What follows belongs to an exercise in optimizing a design on an open flow for small area and a short achievable clock period; a production flow would make more cautious choices. At most, simulation tests tie the RTL to the original design; equivalence was not proved. Only the layout flow was run in run 1; the RTL was not checked for function there. Power figures rest on the tool's default switching activity, not on a simulated workload.

[design/flow/design.v]
module RegistroCargaIn #(parameter KA = 6)
(
	input  logic          clk,
	input  logic          rst,
	input  logic [15:0]   R_d,
	input  logic [15:0]   Y_d,
	input  logic [KA-1:0] rem_d,
	input  logic [3:0]    op_d,
	input  logic          zz_d,
	input  logic          bb_d,
	output logic [15:0]   R_q,
	output logic [15:0]   Y_q,
	output logic [KA-1:0] rem_q,
	output logic [3:0]    op_q,
	output logic          zz_q,
	output logic          bb_q
);
	always @ (posedge clk or posedge rst)
		if (rst) begin
			R_q <= 0;
			Y_q <= 0;
			rem_q <= 0;
			op_q <= 0;
			zz_q <= 0;
			bb_q <= 0;
		end
		else begin
			R_q <= R_d;
			Y_q <= Y_d;
			rem_q <= rem_d;
			op_q <= op_d;
			zz_q <= zz_d;
			bb_q <= bb_d;
		end
endmodule
module RegistroCargaOut
(
	input  logic        clk,
	input  logic        rst,
	input  logic [15:0] res_d,
	input  logic [2:0]  flag_d,
	output logic [15:0] res_q,
	output logic [2:0]  flag_q
);
	always @ (posedge clk or posedge rst)
		if (rst) begin
			res_q <= 0;
			flag_q <= 0;
		end
		else begin
			res_q <= res_d;
			flag_q <= flag_d;
		end
endmodule
module bin2bcd
(
	input  logic [7:0] bin,
	input  logic       on,
	output logic [6:0] segA,
	output logic [6:0] segB
);
	function automatic logic [3:0] add3(input logic [3:0] d);
		add3[3] = d[3] | d[2] & (d[1] | d[0]);
		add3[2] = d[2] & ~d[1] & ~d[0] | d[3] & d[0];
		add3[1] = ~d[2] & d[1] | d[1] & d[0] | d[3] & ~d[0];
		add3[0] = ~d[3] & ~d[2] & d[0] | d[2] & d[1] & ~d[0] | d[3] & ~d[0];
	endfunction
	function automatic logic [6:0] seg7(input logic [3:0] d);
		seg7[6] = ~d[3] & ~d[2] & ~d[1] & d[0] | d[2] & ~d[1] & ~d[0];
		seg7[5] = d[2] & (d[1] ^ d[0]);
		seg7[4] = ~d[2] & d[1] & ~d[0];
		seg7[3] = ~d[3] & ~d[2] & ~d[1] & d[0] | d[2] & ~d[1] & ~d[0] | d[2] & d[1] & d[0];
		seg7[2] = d[0] | d[2] & ~d[1];
		seg7[1] = ~d[3] & ~d[2] & (d[1] | d[0]) | d[2] & d[1] & d[0];
		seg7[0] = ~d[3] & ~d[2] & ~d[1] | d[2] & d[1] & d[0];
	endfunction
	logic [3:0] u1, u2, u3, u4, u5, t6, t7;
	always_comb begin
		u1 = add3({1'b0, bin[7:5]});
		u2 = add3({u1[2:0], bin[4]});
		u3 = add3({u2[2:0], bin[3]});
		u4 = add3({u3[2:0], bin[2]});
		u5 = add3({u4[2:0], bin[1]});
		t6 = add3({1'b0, u1[3], u2[3], u3[3]});
		t7 = add3({t6[2:0], u4[3]});
		segA = on ? seg7({u5[2:0], bin[0]}) : 7'b0000000;
		segB = on ? seg7({t7[2:0], u5[3]}) : 7'b0000000;
	end
endmodule
module pSub #(parameter J = 16, parameter SK = 0)
(
	input  logic [J-1:0] t,
	input  logic [J-1:0] x,
	output logic [J-1:0] d,
	output logic         bout
);
	logic [J-1:0] G, P, Gn, Pn, bin, g2, p2;
	always_comb begin
		G = ~t & x;      
		P = ~t | x;      
		for (int i = 0; i < J; i++) begin
			g2[i] = (i == 0) ? G[0] : G[i] | (P[i] & G[i-1]);
			p2[i] = (i == 0) ? P[0] : P[i] & P[i-1];
		end
		if (SK == 2) begin
			for (int i = 1; i < J; i += 2) begin
				if (i == 1) G[i] = G[i] | ((P[i] & ~t[0]) & x[0]);
				else        G[i] = G[i] | (P[i] & G[i-1]);
				P[i] = P[i] & P[i-1];
			end
			for (int l = 1; (1 << l) < J; l++) begin
				Gn = G;
				Pn = P;
				for (int i = 1; i < J; i += 2)
					if (i >= (1 << l) + 1) begin
						Gn[i] = G[i] | (P[i] & G[i - (1 << l)]);
						Pn[i] = P[i] & P[i - (1 << l)];
					end
				G = Gn;
				P = Pn;
			end
			for (int i = 2; i < J; i += 2) begin
				G[i] = g2[i] | (p2[i] & G[i-2]);
			end
		end
		else for (int l = 0; (1 << l) < J; l++) begin
			Gn = G;
			Pn = P;
			for (int i = 0; i < J; i++) begin
				if (SK == 0 && i >= (1 << l)) begin
					Gn[i] = G[i] | (P[i] & G[i - (1 << l)]);
					Pn[i] = P[i] & P[i - (1 << l)];
				end
				if (SK != 0 && ((i >> l) & 1)) begin
					Gn[i] = G[i] | (P[i] & G[((i >> l) << l) - 1]);
					Pn[i] = P[i] & P[((i >> l) << l) - 1];
				end
			end
			G = Gn;
			P = Pn;
		end
		bin  = {G[J-2:0], 1'b0};
		d    = (t ^ bin) ^ x;
		bout = G[J-1];
	end
endmodule
module divRow #(parameter J = 1, parameter SK = 2)
(
	input  logic [15:0] r,
	input  logic        b,
	input  logic [15:0] Y,
	output logic        q,
	output logic [15:0] ro
);
	logic [J-1:0] t, rn;
	logic [J:0]   d;
	logic         hz;
	generate
		if (J == 1) begin : g1
			assign t = b;
		end else begin : gn
			assign t = {r[J-2:0], b};
		end
		if (J == 16) begin : g16
			assign hz = 1'b1;
			assign ro = rn;
		end else begin : gl
			assign hz = ~|Y[15:J];
			assign ro = {{(16-J){1'b0}}, rn};
		end
		if (J == 1) begin : one
			assign d = {~t & Y[0], t ^ Y[0]};
		end else begin : sub
			pSub #(.J(J), .SK(SK)) s (.t(t), .x(Y[J-1:0]), .d(d[J-1:0]), .bout(d[J]));
		end
	endgenerate
	assign q  = hz & ~d[J];
	assign rn = q ? d[J-1:0] : t;
endmodule
module macRow #(parameter J = 9, parameter SK = 2)
(
	input  logic [15:0] r,
	input  logic        b,
	input  logic [15:0] Y,
	input  logic        m,
	output logic        q,
	output logic [15:0] ro,
	output logic        ov
);
	logic [J-1:0] t, x, rn;
	logic [J:0]   d;
	logic         hz;
	assign t = {r[J-2:0], b | m};
	assign x = Y[J-1:0];
	pSub #(.J(J), .SK(SK)) s (.t(t), .x(x), .d(d[J-1:0]), .bout(d[J]));
	generate
		if (J == 16) begin : g16
			assign hz = 1'b1;
			assign ro = rn;
		end else begin : gl
			assign hz = ~|Y[15:J];
			assign ro = {{(16-J){1'b0}}, rn};
		end
	endgenerate
	assign q  = hz & ~d[J];
	assign rn = (m ? b : q) ? d[J-1:0] : t;
	assign ov = m & b & (d[J] | ~hz);
endmodule
module aluFront #(parameter KA = 6)
(
	input  logic [15:0]   Z, Y,
	input  logic [3:0]    op,
	output logic [15:0]   R,
	output logic [15:0]   Yr,
	output logic [KA-1:0] rem,
	output logic          zz,
	output logic          bb
);
	logic [15:0]   rr [4:KA];
	logic [KA-1:0] qhi;
	logic          dm, mul, shl, shr, sw, big;
	logic [15:0]   zs, oh, msk, A;
	logic [7:0]    B;
	function automatic logic [7:0] div4(input logic [3:0] z, input logic [3:0] y);
		case ({z, y})
			8'h00: div4 = 8'hf0;
			8'h01: div4 = 8'h00;
			8'h02: div4 = 8'h00;
			8'h03: div4 = 8'h00;
			8'h04: div4 = 8'h00;
			8'h05: div4 = 8'h00;
			8'h06: div4 = 8'h00;
			8'h07: div4 = 8'h00;
			8'h08: div4 = 8'h00;
			8'h09: div4 = 8'h00;
			8'h0a: div4 = 8'h00;
			8'h0b: div4 = 8'h00;
			8'h0c: div4 = 8'h00;
			8'h0d: div4 = 8'h00;
			8'h0e: div4 = 8'h00;
			8'h0f: div4 = 8'h00;
			8'h10: div4 = 8'hf0;
			8'h11: div4 = 8'h10;
			8'h12: div4 = 8'h01;
			8'h13: div4 = 8'h01;
			8'h14: div4 = 8'h01;
			8'h15: div4 = 8'h01;
			8'h16: div4 = 8'h01;
			8'h17: div4 = 8'h01;
			8'h18: div4 = 8'h01;
			8'h19: div4 = 8'h01;
			8'h1a: div4 = 8'h01;
			8'h1b: div4 = 8'h01;
			8'h1c: div4 = 8'h01;
			8'h1d: div4 = 8'h01;
			8'h1e: div4 = 8'h01;
			8'h1f: div4 = 8'h01;
			8'h20: div4 = 8'hf0;
			8'h21: div4 = 8'h20;
			8'h22: div4 = 8'h10;
			8'h23: div4 = 8'h02;
			8'h24: div4 = 8'h02;
			8'h25: div4 = 8'h02;
			8'h26: div4 = 8'h02;
			8'h27: div4 = 8'h02;
			8'h28: div4 = 8'h02;
			8'h29: div4 = 8'h02;
			8'h2a: div4 = 8'h02;
			8'h2b: div4 = 8'h02;
			8'h2c: div4 = 8'h02;
			8'h2d: div4 = 8'h02;
			8'h2e: div4 = 8'h02;
			8'h2f: div4 = 8'h02;
			8'h30: div4 = 8'hf0;
			8'h31: div4 = 8'h30;
			8'h32: div4 = 8'h11;
			8'h33: div4 = 8'h10;
			8'h34: div4 = 8'h03;
			8'h35: div4 = 8'h03;
			8'h36: div4 = 8'h03;
			8'h37: div4 = 8'h03;
			8'h38: div4 = 8'h03;
			8'h39: div4 = 8'h03;
			8'h3a: div4 = 8'h03;
			8'h3b: div4 = 8'h03;
			8'h3c: div4 = 8'h03;
			8'h3d: div4 = 8'h03;
			8'h3e: div4 = 8'h03;
			8'h3f: div4 = 8'h03;
			8'h40: div4 = 8'hf0;
			8'h41: div4 = 8'h40;
			8'h42: div4 = 8'h20;
			8'h43: div4 = 8'h11;
			8'h44: div4 = 8'h10;
			8'h45: div4 = 8'h04;
			8'h46: div4 = 8'h04;
			8'h47: div4 = 8'h04;
			8'h48: div4 = 8'h04;
			8'h49: div4 = 8'h04;
			8'h4a: div4 = 8'h04;
			8'h4b: div4 = 8'h04;
			8'h4c: div4 = 8'h04;
			8'h4d: div4 = 8'h04;
			8'h4e: div4 = 8'h04;
			8'h4f: div4 = 8'h04;
			8'h50: div4 = 8'hf0;
			8'h51: div4 = 8'h50;
			8'h52: div4 = 8'h21;
			8'h53: div4 = 8'h12;
			8'h54: div4 = 8'h11;
			8'h55: div4 = 8'h10;
			8'h56: div4 = 8'h05;
			8'h57: div4 = 8'h05;
			8'h58: div4 = 8'h05;
			8'h59: div4 = 8'h05;
			8'h5a: div4 = 8'h05;
			8'h5b: div4 = 8'h05;
			8'h5c: div4 = 8'h05;
			8'h5d: div4 = 8'h05;
			8'h5e: div4 = 8'h05;
			8'h5f: div4 = 8'h05;
			8'h60: div4 = 8'hf0;
			8'h61: div4 = 8'h60;
			8'h62: div4 = 8'h30;
			8'h63: div4 = 8'h20;
			8'h64: div4 = 8'h12;
			8'h65: div4 = 8'h11;
			8'h66: div4 = 8'h10;
			8'h67: div4 = 8'h06;
			8'h68: div4 = 8'h06;
			8'h69: div4 = 8'h06;
			8'h6a: div4 = 8'h06;
			8'h6b: div4 = 8'h06;
			8'h6c: div4 = 8'h06;
			8'h6d: div4 = 8'h06;
			8'h6e: div4 = 8'h06;
			8'h6f: div4 = 8'h06;
			8'h70: div4 = 8'hf0;
			8'h71: div4 = 8'h70;
			8'h72: div4 = 8'h31;
			8'h73: div4 = 8'h21;
			8'h74: div4 = 8'h13;
			8'h75: div4 = 8'h12;
			8'h76: div4 = 8'h11;
			8'h77: div4 = 8'h10;
			8'h78: div4 = 8'h07;
			8'h79: div4 = 8'h07;
			8'h7a: div4 = 8'h07;
			8'h7b: div4 = 8'h07;
			8'h7c: div4 = 8'h07;
			8'h7d: div4 = 8'h07;
			8'h7e: div4 = 8'h07;
			8'h7f: div4 = 8'h07;
			8'h80: div4 = 8'hf0;
			8'h81: div4 = 8'h80;
			8'h82: div4 = 8'h40;
			8'h83: div4 = 8'h22;
			8'h84: div4 = 8'h20;
			8'h85: div4 = 8'h13;
			8'h86: div4 = 8'h12;
			8'h87: div4 = 8'h11;
			8'h88: div4 = 8'h10;
			8'h89: div4 = 8'h08;
			8'h8a: div4 = 8'h08;
			8'h8b: div4 = 8'h08;
			8'h8c: div4 = 8'h08;
			8'h8d: div4 = 8'h08;
			8'h8e: div4 = 8'h08;
			8'h8f: div4 = 8'h08;
			8'h90: div4 = 8'hf0;
			8'h91: div4 = 8'h90;
			8'h92: div4 = 8'h41;
			8'h93: div4 = 8'h30;
			8'h94: div4 = 8'h21;
			8'h95: div4 = 8'h14;
			8'h96: div4 = 8'h13;
			8'h97: div4 = 8'h12;
			8'h98: div4 = 8'h11;
			8'h99: div4 = 8'h10;
			8'h9a: div4 = 8'h09;
			8'h9b: div4 = 8'h09;
			8'h9c: div4 = 8'h09;
			8'h9d: div4 = 8'h09;
			8'h9e: div4 = 8'h09;
			8'h9f: div4 = 8'h09;
			8'ha0: div4 = 8'hf0;
			8'ha1: div4 = 8'ha0;
			8'ha2: div4 = 8'h50;
			8'ha3: div4 = 8'h31;
			8'ha4: div4 = 8'h22;
			8'ha5: div4 = 8'h20;
			8'ha6: div4 = 8'h14;
			8'ha7: div4 = 8'h13;
			8'ha8: div4 = 8'h12;
			8'ha9: div4 = 8'h11;
			8'haa: div4 = 8'h10;
			8'hab: div4 = 8'h0a;
			8'hac: div4 = 8'h0a;
			8'had: div4 = 8'h0a;
			8'hae: div4 = 8'h0a;
			8'haf: div4 = 8'h0a;
			8'hb0: div4 = 8'hf0;
			8'hb1: div4 = 8'hb0;
			8'hb2: div4 = 8'h51;
			8'hb3: div4 = 8'h32;
			8'hb4: div4 = 8'h23;
			8'hb5: div4 = 8'h21;
			8'hb6: div4 = 8'h15;
			8'hb7: div4 = 8'h14;
			8'hb8: div4 = 8'h13;
			8'hb9: div4 = 8'h12;
			8'hba: div4 = 8'h11;
			8'hbb: div4 = 8'h10;
			8'hbc: div4 = 8'h0b;
			8'hbd: div4 = 8'h0b;
			8'hbe: div4 = 8'h0b;
			8'hbf: div4 = 8'h0b;
			8'hc0: div4 = 8'hf0;
			8'hc1: div4 = 8'hc0;
			8'hc2: div4 = 8'h60;
			8'hc3: div4 = 8'h40;
			8'hc4: div4 = 8'h30;
			8'hc5: div4 = 8'h22;
			8'hc6: div4 = 8'h20;
			8'hc7: div4 = 8'h15;
			8'hc8: div4 = 8'h14;
			8'hc9: div4 = 8'h13;
			8'hca: div4 = 8'h12;
			8'hcb: div4 = 8'h11;
			8'hcc: div4 = 8'h10;
			8'hcd: div4 = 8'h0c;
			8'hce: div4 = 8'h0c;
			8'hcf: div4 = 8'h0c;
			8'hd0: div4 = 8'hf0;
			8'hd1: div4 = 8'hd0;
			8'hd2: div4 = 8'h61;
			8'hd3: div4 = 8'h41;
			8'hd4: div4 = 8'h31;
			8'hd5: div4 = 8'h23;
			8'hd6: div4 = 8'h21;
			8'hd7: div4 = 8'h16;
			8'hd8: div4 = 8'h15;
			8'hd9: div4 = 8'h14;
			8'hda: div4 = 8'h13;
			8'hdb: div4 = 8'h12;
			8'hdc: div4 = 8'h11;
			8'hdd: div4 = 8'h10;
			8'hde: div4 = 8'h0d;
			8'hdf: div4 = 8'h0d;
			8'he0: div4 = 8'hf0;
			8'he1: div4 = 8'he0;
			8'he2: div4 = 8'h70;
			8'he3: div4 = 8'h42;
			8'he4: div4 = 8'h32;
			8'he5: div4 = 8'h24;
			8'he6: div4 = 8'h22;
			8'he7: div4 = 8'h20;
			8'he8: div4 = 8'h16;
			8'he9: div4 = 8'h15;
			8'hea: div4 = 8'h14;
			8'heb: div4 = 8'h13;
			8'hec: div4 = 8'h12;
			8'hed: div4 = 8'h11;
			8'hee: div4 = 8'h10;
			8'hef: div4 = 8'h0e;
			8'hf0: div4 = 8'hf0;
			8'hf1: div4 = 8'hf0;
			8'hf2: div4 = 8'h71;
			8'hf3: div4 = 8'h50;
			8'hf4: div4 = 8'h33;
			8'hf5: div4 = 8'h30;
			8'hf6: div4 = 8'h23;
			8'hf7: div4 = 8'h21;
			8'hf8: div4 = 8'h17;
			8'hf9: div4 = 8'h16;
			8'hfa: div4 = 8'h15;
			8'hfb: div4 = 8'h14;
			8'hfc: div4 = 8'h13;
			8'hfd: div4 = 8'h12;
			8'hfe: div4 = 8'h11;
			8'hff: div4 = 8'h10;
			default: div4 = 8'h00;
		endcase
	endfunction
	logic [7:0] qr4;
	logic       small4;
	assign small4 = ~|Y[15:4];
	assign qr4    = div4(Z[15:12], Y[3:0]);
	assign qhi[KA-1:KA-4] = small4 ? qr4[7:4] : 4'd0;
	assign rr[4] = {12'd0, small4 ? qr4[3:0] : Z[15:12]};
	genvar g;
	generate
		for (g = 5; g <= KA; g++) begin : rows
			divRow #(.J(g)) row (.r(rr[g-1]), .b(Z[16-g]), .Y(Y), .q(qhi[KA-g]), .ro(rr[g]));
		end
	endgenerate
	always_comb begin
		dm  = (op == 4'b1111) | (op == 4'b1000);
		mul = (op == 4'b1110);
		shl = (op == 4'b0010);
		shr = (op == 4'b0001);
		rem = dm ? rr[KA][KA-1:0] : '0;
		for (int i = 0; i < 16; i++) zs[i] = shr ? Z[15-i] : Z[i];
		sw  = |Y[15:8];
		big = |Y[15:4];
		oh  = 16'd1 << Y[3:0];
		msk = 16'hFFFF >> Y[3:0];
		if (mul) begin
			A = sw ? Y : Z;
			B = sw ? Z[7:0] : Y[7:0];
		end else begin
			A = Y[3] ? oh : zs;
			B = big ? 8'd0 : (Y[3] ? zs[7:0] : oh[7:0]);
		end
		if (dm)                    R = {qhi, Z[15-KA:0]};
		else if (mul | shl | shr)  R = {8'd0, B};
		else                       R = Z;
		Yr = (mul | shl | shr) ? A : Y;
		if (shl | shr) zz = big | ((zs & msk) == 16'd0);
		else           zz = (Z == 16'd0) | (Y == 16'd0);
		bb = (|Z[15:8]) & sw;
	end
endmodule
module paramCalculator #(parameter KA = 6)
(
	input  logic [15:0]   R,
	input  logic [15:0]   Y,
	input  logic [KA-1:0] rem,
	input  logic [3:0]    op,
	input  logic          zz,
	input  logic          bb,
	output logic [15:0]   res,
	output logic [2:0]    flag
);
	logic [15:0]    rr [KA:16];
	logic [15-KA:0] qlo;
	logic [16:9]    ov;
	logic           mm;
	genvar g;
	assign mm = (op == 4'b1110) | (op == 4'b0010) | (op == 4'b0001);
	assign rr[KA] = {{(16-KA){1'b0}}, rem};
	generate
		for (g = KA + 1; g <= 8; g++) begin : rows
			divRow #(.J(g)) row (.r(rr[g-1]), .b(R[16-g]), .Y(Y), .q(qlo[16-g]), .ro(rr[g]));
		end
		for (g = 9; g <= 16; g++) begin : macs
			macRow #(.J(g)) row (.r(g == 9 ? rr[8] | {16{mm}} : rr[g-1]), .b(R[16-g]), .Y(Y), .m(mm),
				.q(qlo[16-g]), .ro(rr[g]), .ov(ov[g]));
		end
	endgenerate
	function automatic logic [16:0] radd(input logic [15:0] a, input logic [15:0] b, input logic ci);
		logic c;
		c = ci;
		for (int i = 0; i < 16; i++) begin
			radd[i] = a[i] ^ b[i] ^ c;
			c = (a[i] & b[i]) | (a[i] & c) | (b[i] & c);
		end
		radd[16] = c;
	endfunction
	function automatic logic gtr(input logic [15:0] a, input logic [15:0] b);
		logic c;
		c = 1'b0;
		for (int i = 0; i < 16; i++) c = (a[i] & ~b[i]) | (a[i] & c) | (~b[i] & c);
		gtr = c;
	endfunction
	logic        sub, gt, yz, ovf, fN, fZ, fC, fV;
	logic [16:0] s;
	logic [15:0] lg, acc;
	always_comb begin
		sub = op[0];
		gt  = gtr(R, Y);
		s   = radd(R, sub ? ~Y : Y, sub & gt);
		yz  = (Y == 16'd0);
		acc = ~rr[16];
		ovf = bb | (|ov);
		res = 16'd0;
		fN = 1'b0; fZ = 1'b0; fC = 1'b0; fV = 1'b0;
		lg = 16'd0;
		case (op)
			4'b1100: begin  
				if (s[16]) fC = 1'b1;
				else begin
					res = s[15:0];
					fZ = (s[15:0] == 16'd0);
				end
			end
			4'b1101: begin  
				if (gt) res = s[15:0];
				else begin
					res = ~s[15:0];
					fZ = (s[15:0] == 16'hFFFF);
					fN = ~fZ;
				end
			end
			4'b1110: begin  
				if (ovf) fC = 1'b1;
				else begin
					res = acc;
					fZ = zz;
				end
			end
			4'b1111: begin  
				if (yz) fV = 1'b1;
				else begin
					res = {R[15:16-KA], qlo};
					fZ = zz;
				end
			end
			4'b1000: begin  
				if (yz) fV = 1'b1;
				else begin
					res = rr[16];
					fZ = zz;
				end
			end
			4'b0010: begin  
				res = acc;
				fZ = zz;
			end
			4'b0001: begin  
				for (int i = 0; i < 16; i++) res[i] = acc[15-i];
				fZ = zz;
			end
			4'b1001, 4'b1010, 4'b1011: begin
				case (op[1:0])
					2'b01:   lg = R & Y;
					2'b10:   lg = R | Y;
					default: lg = R ^ Y;
				endcase
				res = lg;
				fZ = (lg == 16'd0);
			end
			default: ;
		endcase
		case ({fN, fZ, fC, fV})
			4'b1000: flag = 3'b110;
			4'b0100: flag = 3'b010;
			4'b0010: flag = 3'b101;
			4'b0001: flag = 3'b100;
			default: flag = 3'b111;
		endcase
	end
endmodule
module RegistroALU #(parameter N=16)
(
	clk, rst, Z_in, Y_in, mode_in, btn_change_in,
	segA_out, segB_out, segD_out, aritm_out_out
);
	localparam KA = 4;                
	input  logic clk;
	input  logic rst;
	input  logic [N-1:0] Z_in;
	input  logic [N-1:0] Y_in;
	input  logic [1:0] mode_in;
	input  logic [1:0] btn_change_in;
	output logic [6:0] segA_out;
	output logic [6:0] segB_out;
	output logic [6:0] segD_out;
	output logic [N-1:0] aritm_out_out;
	logic [15:0]   R_a, R_m, Y_a, Y_m;
	logic [KA-1:0] rem_a, rem_m;
	logic          zz_a, zz_m, bb_a, bb_m;
	logic [3:0]    op_m;
	logic [15:0]   res_b;
	logic [2:0]    flag_b, flag_q;
	aluFront #(.KA(KA)) front (
		.Z(Z_in), .Y(Y_in), .op({btn_change_in, mode_in}),
		.R(R_a), .Yr(Y_a), .rem(rem_a), .zz(zz_a), .bb(bb_a));
	RegistroCargaIn #(.KA(KA)) registroIn (
		.clk(clk), .rst(rst),
		.R_d(R_a), .Y_d(Y_a), .rem_d(rem_a), .op_d({btn_change_in, mode_in}), .zz_d(zz_a), .bb_d(bb_a),
		.R_q(R_m), .Y_q(Y_m), .rem_q(rem_m), .op_q(op_m), .zz_q(zz_m), .bb_q(bb_m));
	paramCalculator #(.KA(KA)) alu (
		.R(R_m), .Y(Y_m), .rem(rem_m), .op(op_m), .zz(zz_m), .bb(bb_m),
		.res(res_b), .flag(flag_b));
	RegistroCargaOut registroOut (
		.clk(clk), .rst(rst), .res_d(res_b), .flag_d(flag_b),
		.res_q(aritm_out_out), .flag_q(flag_q));
	bin2bcd display (
		.bin(aritm_out_out[7:0]), .on(flag_q[2] | flag_q[1]),
		.segA(segA_out), .segB(segB_out));
	assign segD_out = {flag_q[2], flag_q[2] & flag_q[1], flag_q[1] | flag_q[0], flag_q[2] & flag_q[1],
	                   flag_q[2] & (flag_q[1] | flag_q[0]), flag_q[1], flag_q[2] & ~(flag_q[1] & ~flag_q[0])};
endmodule
[design/flow/flow/run.sh]
#!/bin/bash
# The standard layout with two changes: the synthesized netlist's combinational
# cells go back to x1 before the floorplan (downsize.tcl), and timing repair is
# asked for MARGIN ns of setup slack at the design's period, so that it sizes
# and buffers the real critical paths. Each tool's output goes to a log here.
set -euo pipefail
MARGIN=40
bash standard.sh synth > synth.log 2>&1
RESULTS=orfs/results/sky130hd/RegistroALU/base openroad -no_init -exit flow/downsize.tcl > downsize.log 2>&1
bash standard.sh SETUP_SLACK_MARGIN=$MARGIN finish > layout.log 2>&1
[design/flow/flow/downsize.tcl]
# Sets every combinational cell of the synthesized netlist to the lowest drive
# strength of its kind (x1), undoing the sizing that synthesis did for a timing
# view that does not know the design's input and output delays. The layout's
# own timing repair then sizes up what the real critical paths need.
# Flip-flops are left as synthesis made them.
set results $::env(RESULTS)
read_db $results/1_synth.odb
set db [ord::get_db]
set block [ord::get_db_block]
set n 0
foreach inst [$block getInsts] {
  set name [[$inst getMaster] getName]
  if {![regexp {^(sky130_fd_sc_hd__[a-z0-9]+)_([0-9]+)$} $name -> base drive]} { continue }
  if {[regexp {df|dl|sdf|edf|conb|tap|fill|decap|clkbuf|clkinv|lpflow|probe} $base]} { continue }
  if {$drive <= 1} { continue }
  set m [$db findMaster ${base}_1]
  if {$m == "NULL"} { continue }
  $inst swapMaster $m
  incr n
}
puts "downsized $n cells"
write_db $results/1_synth.odb
[design/flow/standard.sh]
#!/bin/bash
# synth_recipe.tcl (not shown) runs the flow's synth.tcl, then flattens the netlist and writes it again
# the make line also repeats each setting of config.mk as NAME=value (left out here)
make -C /OpenROAD-flow-scripts/flow DESIGN_CONFIG=/design/flow/config.mk WORK_HOME=/design/flow/orfs CLKGATE_MAP_FILE= SYNTH_SCRIPT=/design/flow/synth_recipe.tcl "${@:-finish}"
[design/flow/config.mk]
export PLATFORM = sky130hd
export DESIGN_NAME = RegistroALU
export DESIGN_NICKNAME = RegistroALU
export VERILOG_FILES = /design/flow/design.v
export SDC_FILE = /design/flow/constraint.sdc
export NUM_CORES = 4
export LEC_CHECK = 0
export ABC_AREA = 1
export CAP_MARGIN = 20
export CORE_MARGIN = 2
export CORE_UTILIZATION = 60
export SLEW_MARGIN = 20
[design/flow/constraint.sdc]
create_clock -name core_clock -period 55.0 [get_ports {clk}]
set_input_delay 11.0000 -clock core_clock [delete_from_list [all_inputs] [get_ports {clk}]]
set_output_delay 11.0000 -clock core_clock [all_outputs]
set_load 0.01 [all_outputs]
==> results of run 1 <==
[layout make-up]
cell class                      count  area, um^2
Antenna cell                        3        7.51
Fill cell                        1779        4890
Clock inverter                      7        97.6
Timing Repair Buffer              222        2010
Multi-Input combinational cell   2271       13700
Tap cell                          324         405
Inverter                          405        1580
Clock buffer                        9         225
Timing Repair inverter              1        5.00
Sequential cell                    61        1550
[state kept, by name (all words and copies together) (netlist names)]
name                cells
registroIn.R_q         16
registroIn.Y_q         16
registroIn.bb_q         1
registroIn.op_q         4
registroIn.rem_q        4
registroIn.zz_q         1
registroOut.flag_q      3
registroOut.res_q      16
[placed cells by master (no fill, tap or decap), drive strengths merged, types with 35 or more instances in the layout]
cell type	n
a21oi	163
buf	147
clkdlybuf4s50	74
dfrtp	61
ha	83
inv	380
nand2	940
nand3	302
nand4	37
nor2	224
o21ai	196
xnor2	35
xor2	68
[per-layer routing]
metal,vias to the layer above,wire [um],GRT usage [%]
li1,9485,-,-
met1,9362,22500,53.5
met2,1896,27200,65.0
met3,590,9040,7.36
met4,0,5540,21.1
met5,-,0,0
[through the flow]
stage	instance area, um^2	std cells
after floorplan	15100	2815
after global placement	15900	3137
after detailed placement	15900	3137
after CTS	16800	3179
after global routing	19600	3300
final	19600	3303
[power groups by stage]
| stage | Combinational (mW) | Clock, mW | Sequential, mW |
|---|---|---|---|
| 3_3_place_gp | 0.391 | 0 | 0.0599 |
| 3_5_place_dp | 0.398 | 0 | 0.0600 |
| 2_1_floorplan | 0.285 | 0 | 0.0581 |
| 4_1_cts | 0.413 | 0.0616 | 0.0594 |
| 6_report | 0.537 | 0.0611 | 0.0584 |
| 5_1_grt | 0.577 | 0.0642 | 0.0589 |
[path summary, 6_finish.rpt]
path	start	endpoint	slack, ns	cells after the start
max	registroIn.Y_q[15]	registroOut.res_q[15]	39.28	118
min	registroIn.zz_q	registroOut.flag_q[2]	0.73	3
max reg2reg	registroIn.Y_q[15]	registroOut.res_q[15]	39.28	118
min reg2reg	registroIn.zz_q	registroOut.flag_q[2]	0.73	3
max in group asynchronous	rst	registroIn.Y_q[10]	43.20	3
min in group asynchronous	rst	registroIn.op_q[0]	11.22	3
[worst reg2reg max path, delay by kind of cell (launching register included)]
| kind | cells | cell delay, ns |
|---|---|---|
| simple gates | 98 | 11.63 |
| compound gates | 10 | 2.45 |
| buf+inv | 10 | 1.09 |
| flops | 1 | 0.44 |
[what timing repair did]
| action | in CTS | in global routing |
|---|---|---|
| resized for setup | 91 | 487 |
| setup buffers | 19 | 110 |
| cloned | 7 | 11 |
| pin swaps | 6 | 94 |
| setup endpoints to repair | 19 | 22 |
| hold buffers | 0 | 0 |
==> results.sh, run 1 <==
export IMPL_cts_root_buf="clkbuf_16"
export IMPL_dpl_worst_slack_ns=34.73
export IMPL_wl_per_cell_um=19.5
export IMPL_power_switching_mw=0.366
export IMPL_post_dp_hpwl_um=40600
export IMPL_fin_skew_ns=0.0172
export IMPL_cp_start_kind="flop"
export IMPL_layout_nets=3108
export IMPL_track_usage_pct=41.0
export IMPL_final_util_pct=80.0
export IMPL_power_density_nw_per_um2=33.6
export IMPL_drtPass1Iterations=12
export IMPL_antenna_found_initial=2
export IMPL_slowest_delay_ns=0.65
export IMPL_critical_path_required_ns=55.21
export IMPL_postRouteWirelength_um=64300
export IMPL_cts_made_buffers=9
export IMPL_gp_congestion=1.03
export IMPL_holdWs_ns=0.725
export IMPL_cts_tree="built"
export IMPL_path_class="flop to flop"
export IMPL_initial_core_util_pct=61.6
export IMPL_power_share_clock_pct=9.3
export IMPL_internal_power_mw=0.290
export IMPL_drv_slew=0
export IMPL_setup_viol=0
export IMPL_drcViolationCount=0
export IMPL_crit_buf_inv=10
export IMPL_cts_sinks=61
export IMPL_die_area_um2=26400
export IMPL_die_y_um=162
export IMPL_switching_share_pct=55.8
export IMPL_rsz0062_at_grt="true"
export IMPL_cp_end_kind="flop"
export IMPL_core_rowCount=57
export IMPL_via_per_inst=6.46
export IMPL_layout_setup_ws_ns=39.28
export IMPL_die_x_um=162
export IMPL_relSlewSlack_pct=14.7
export IMPL_cpMostUsedCell="nand2_1"
export IMPL_io_pin_count=75
export IMPL_crit_arrival_ns=15.93
export IMPL_fmax_ghz=0.0636
export IMPL_crit_family="simple AND/OR/NAND/NOR gates"
export IMPL_peakVddDrop_mv=0.0491
export IMPL_final_setup_tns_ns=0
export IMPL_hold_viol_final=0
export IMPL_post_route_period_util_pct=28.6
export IMPL_overflow=0
export IMPL_grt_max_degree=62
export IMPL_grt_pass1_wl_um=87800
export IMPL_worstSkewPairLatency_ns=0.34
export IMPL_cap_viol_max_count=0
export IMPL_seqPwrFrac_pct=8.9
export IMPL_num_vias=21300
export IMPL_port_buffers=74
export IMPL_power_leakage_nw=10.1
export IMPL_cts_max_level=3
export IMPL_fin_crit_ns=15.72
export IMPL_power_mw=0.657
export IMPL_slowest_stage="a21oi_1"
export IMPL_cts_clk_slew_worst_paths_ns=0.06
export IMPL_core_area_um2=24500
export IMPL_pwr_share_comb_pct=81.8
export IMPL_postSynthAreaPerCell_um2=5.35
export IMPL_outcome="timing/DRC/antenna clean"
export IMPL_yosysWarningCount=20
export IMPL_worstMarginPinSlew_ns=1.27
export IMPL_drive_above_1_share_pct=20.6
export IMPL_syn_to_final_growth_pct=30.0
export IMPL_dr_first_iter_drc_count=3483
export IMPL_hp_class="flop to flop"
export IMPL_antenna_left=0
export IMPL_crit_path_max_fanout=9
export IMPL_synth_area_um2=15100
export IMPL_syn_inst=2815
export IMPL_clk_path_buf_depth=2
export IMPL_grt_pass1_vias=17600
==> inputs of run 2 (changes only) <==
--- a/design/flow/design.v
+++ b/design/flow/design.v
@@ -646,7 +646,7 @@
 	clk, rst, Z_in, Y_in, mode_in, btn_change_in,
 	segA_out, segB_out, segD_out, aritm_out_out
 );
-	localparam KA = 4;                
+	localparam KA = 5;                
 	input  logic clk;
 	input  logic rst;
 	input  logic [N-1:0] Z_in;
==> design/flow/flow/run.sh (replaced) <==
#!/bin/bash
# The standard layout with two changes: the synthesized netlist's combinational
# cells go back to x1 before the floorplan (downsize.tcl), and timing repair is
# asked for MARGIN ns of setup slack at the design's period, so that it sizes
# and buffers the real critical paths; the buffers synthesis added are taken
# out at the floorplan. Each tool's output goes to a log here.
set -euo pipefail
MARGIN=40
bash standard.sh synth > synth.log 2>&1
RESULTS=orfs/results/sky130hd/RegistroALU/base openroad -no_init -exit flow/downsize.tcl > downsize.log 2>&1
bash standard.sh SETUP_SLACK_MARGIN=$MARGIN REMOVE_ABC_BUFFERS=1 finish > layout.log 2>&1
==> results.sh, run 2 <==
export IMPL_track_usage_pct=40.3
export IMPL_gp_congestion=1.04
export IMPL_hold_end="registroOut.flag_q[2]"
export IMPL_layout_nets=3000
export IMPL_timing_critical_path_from="Y_in[0]"
export IMPL_drv_slew=0
export IMPL_num_vias=19300
export IMPL_cts_root_buf="clkbuf_16"
export IMPL_hold_buffers=0
export IMPL_outcome="timing/DRC/antenna clean"
export IMPL_reg2reg_slack_ns=41.06
export IMPL_postRouteWirelength_um=55700
export IMPL_power_density_nw_per_um2=33.4
export IMPL_hp_class="flop to flop"
export IMPL_cts_made_buffers=9
export IMPL_switching_share_pct=55.2
export IMPL_postSynthAreaPerCell_um2=5.43
export IMPL_peakVddDrop_mv=0.0627
export IMPL_die_x_um=163
export IMPL_core_rowCount=58
export IMPL_power_share_clock_pct=10.1
export IMPL_cts_clk_slew_worst_paths_ns=0.05
export IMPL_worstSkewPairLatency_ns=0.34
export IMPL_holdWs_ns=0.774
export IMPL_seqCellArea_um2=1560
export IMPL_critical_path_required_ns=55.23
export IMPL_fmax_ghz=0.0680
export IMPL_fin_crit_ns=14.71
export IMPL_crit_arrival_ns=14.95
export IMPL_mostFrequentLayoutCells="nand2_1, inv_1, nand3_1, nor2_1, a21oi_1"
export IMPL_holdCritStartpoint="registroIn.zz_q"
export IMPL_cp_start_kind="input port"
export IMPL_clk_path_buf_depth=2
export IMPL_setup_viol=0
export IMPL_syn_inst=2789
export IMPL_cap_viol_max_count=0
export IMPL_power_switching_mw=0.320
export IMPL_port_buffers=74
export IMPL_die_area_um2=26500
export IMPL_drtPass1Iterations=6
export IMPL_io_pin_count=75
export IMPL_r2r_cells=120
export IMPL_cts_tree="built"
export IMPL_internal_power_mw=0.260
export IMPL_syn_to_final_growth_pct=14.5
export IMPL_pwr_share_comb_pct=79.6
export IMPL_drive_above_1_share_pct=7.84
export IMPL_path_class="input port to flop"
export IMPL_worstReg2RegEnd="registroOut.res_q[9]"
export IMPL_hold_depth=3
export IMPL_reg_top3="registroIn.R_q x16, registroIn.Y_q x16, registroOut.res_q x16"
export IMPL_synth_area_um2=15100
export IMPL_wl_per_cell_um=17.4
export IMPL_post_dp_hpwl_um=41000
export IMPL_die_y_um=163
export IMPL_initial_core_util_pct=60.6
export IMPL_grt_pass1_wl_um=86500
export IMPL_final_util_pct=69.4
export IMPL_cp_end_kind="flop"
export IMPL_grt_pass1_vias=17200
export IMPL_dr_first_iter_drc_count=2552
export IMPL_fin_skew_ns=0.0105
export IMPL_grt_max_degree=63
export IMPL_relSlewSlack_pct=32.2
export IMPL_final_setup_tns_ns=0
export IMPL_core_area_um2=25000
export IMPL_diodes=0
export IMPL_fillers=2338
export IMPL_timing_rr_start="registroIn.Y_q[7]"
export IMPL_antenna_found_initial=0
export IMPL_worstMarginPinSlew_ns=1.01
export IMPL_cts_sinks=62
export IMPL_cts_max_level=3
export IMPL_drcViolationCount=0
export IMPL_yosysWarningCount=21
export IMPL_crit_path_max_fanout=10
export IMPL_overflow=0
export IMPL_via_per_inst=6.02
export IMPL_layout_commonest_cell="nand2_1"
export IMPL_power_leakage_nw=9.22
export IMPL_multi_input_area_um2=12100
export IMPL_antenna_left=0
export IMPL_post_route_period_util_pct=26.8
export IMPL_hold_viol_final=0
export IMPL_rsz0062_at_grt="true"
export IMPL_seqPwrFrac_pct=10.3
==> run 2: per-stage QoR <==
step / worst slack, ns / std cells / power (mW) / cell area (um^2)
2_1_floorplan: 39.93 / 2698 / 0.354 / 14600
3_3_place_gp: 36.69 / 3122 / 0.472 / 15900
3_5_place_dp: 35.99 / 3122 / 0.481 / 15900
4_1_cts: 40.04 / 3159 / 0.551 / 16500
5_1_grt: 39.87 / 3200 / 0.631 / 17300
6_report: 40.29 / 3200 / 0.580 / 17300
==> run 2: worst max path at each step <==
stage,slack [ns],end,depth (start not counted)
after floorplan,39.93,registroOut.res_q[3],122
after global placement,36.69,registroOut.res_q[3],122
after detailed placement,35.99,registroOut.res_q[3],124
after CTS,40.04,registroOut.res_q[3],132
after global routing,39.87,registroOut.res_q[9],128
final,40.29,registroIn.rem_q[1],19
==> run 2: layer usage <==
metal | up-vias | track usage [%] | part of all wire [%]
met5 | - | 0 | 0
li1 | 9271 | - | -
met1 | 8531 | 53.2 | 40
met3 | 265 | 7.03 | 11
met4 | 0 | 19.1 | 5.5
met2 | 1192 | 63.9 | 44
==> run 2: layout make-up <==
| cell class | instances | share of cell area, % |
|---|---|---|
| clock buffer | 12 | 1.42 |
| clock inverter | 4 | 0.318 |
| inverter | 402 | 9.01 |
| multi-input combinational | 2245 | 70.1 |
| sequential | 62 | 9.01 |
| tap | 330 | 2.38 |
| timing repair buffer | 144 | 7.75 |
| timing repair inverter | 1 | 0.0289 |
==> run 2: critical path, cell delays in order <==
cell	delay (ns)
clkdlybuf4s50_1	0.71
ha_1	0.31
ha_1	0.26
inv_1	0.10
nand2_1	0.16
nor2_1	0.05
o21ai_0	0.31
o211ai_1	0.15
o2111ai_1	0.13
o21ai_0	0.13
nand2_1	0.07
o211ai_1	0.14
o21ai_0	0.18
nand2_1	0.16
o21ai_0	0.10
a21boi_0	0.16
o211ai_1	0.26
nand3_2	0.24
a211oi_1	0.32
==> run 2: power by group through the flow <==
stage               clock network [mW]  registers (mW)  logic (mW)
finish                          0.0584          0.0598       0.461
global route                    0.0609          0.0605       0.510
CTS                             0.0585          0.0599       0.432
floorplan                            0          0.0613       0.292
detailed placement                   0          0.0605       0.420
global placement                     0          0.0603       0.412
==> run 2: what timing repair did <==
action / in CTS / in global routing
buffers inserted: 17 / 32
gates resized for setup: 49 / 129
endpoints found under the setup margin: 19 / 28
cloned: 4 / 9
pin swaps: 6 / 21

==> static timing again, ports no longer ideal <==
No port has a modelled driver above. Below, the same layouts with a new extraction and two added sets of constraints.
Step 1 (the two cells are an assumption about what drives the block):
set clk [get_ports {clk}]
set_driving_cell -lib_cell sky130_fd_sc_hd__clkbuf_16 $clk
set_driving_cell -lib_cell sky130_fd_sc_hd__buf_2 [delete_from_list [all_inputs] $clk]
Step 2 moves the port delays by t, midway between the first and last clock arrival at a register: inputs arrive t later, outputs are due t later. That takes back most of the time a late clock gives input paths.
Slacks: ideal ports / drivers / drivers and shift; pairs: ideal ports / drivers.
| run | t, ns | slack for setup (ns) | slew at the worst register clock pin (ns) | cell pins on the clock port's net |
|---|---|---|---|---|
| run 1 | 0.372 | 39.276 / 39.276 / 39.276 | 0.06 / 0.06 | 1 |
| run 2 | 0.377 | 40.286 / 40.306 / 39.929 | 0.06 / 0.06 | 1 |
After both steps every run listed still meets setup and hold. For run 2, which loses most, drivers alone change the setup slack by +0.020 ns; drivers and shift together by -0.357 ns.
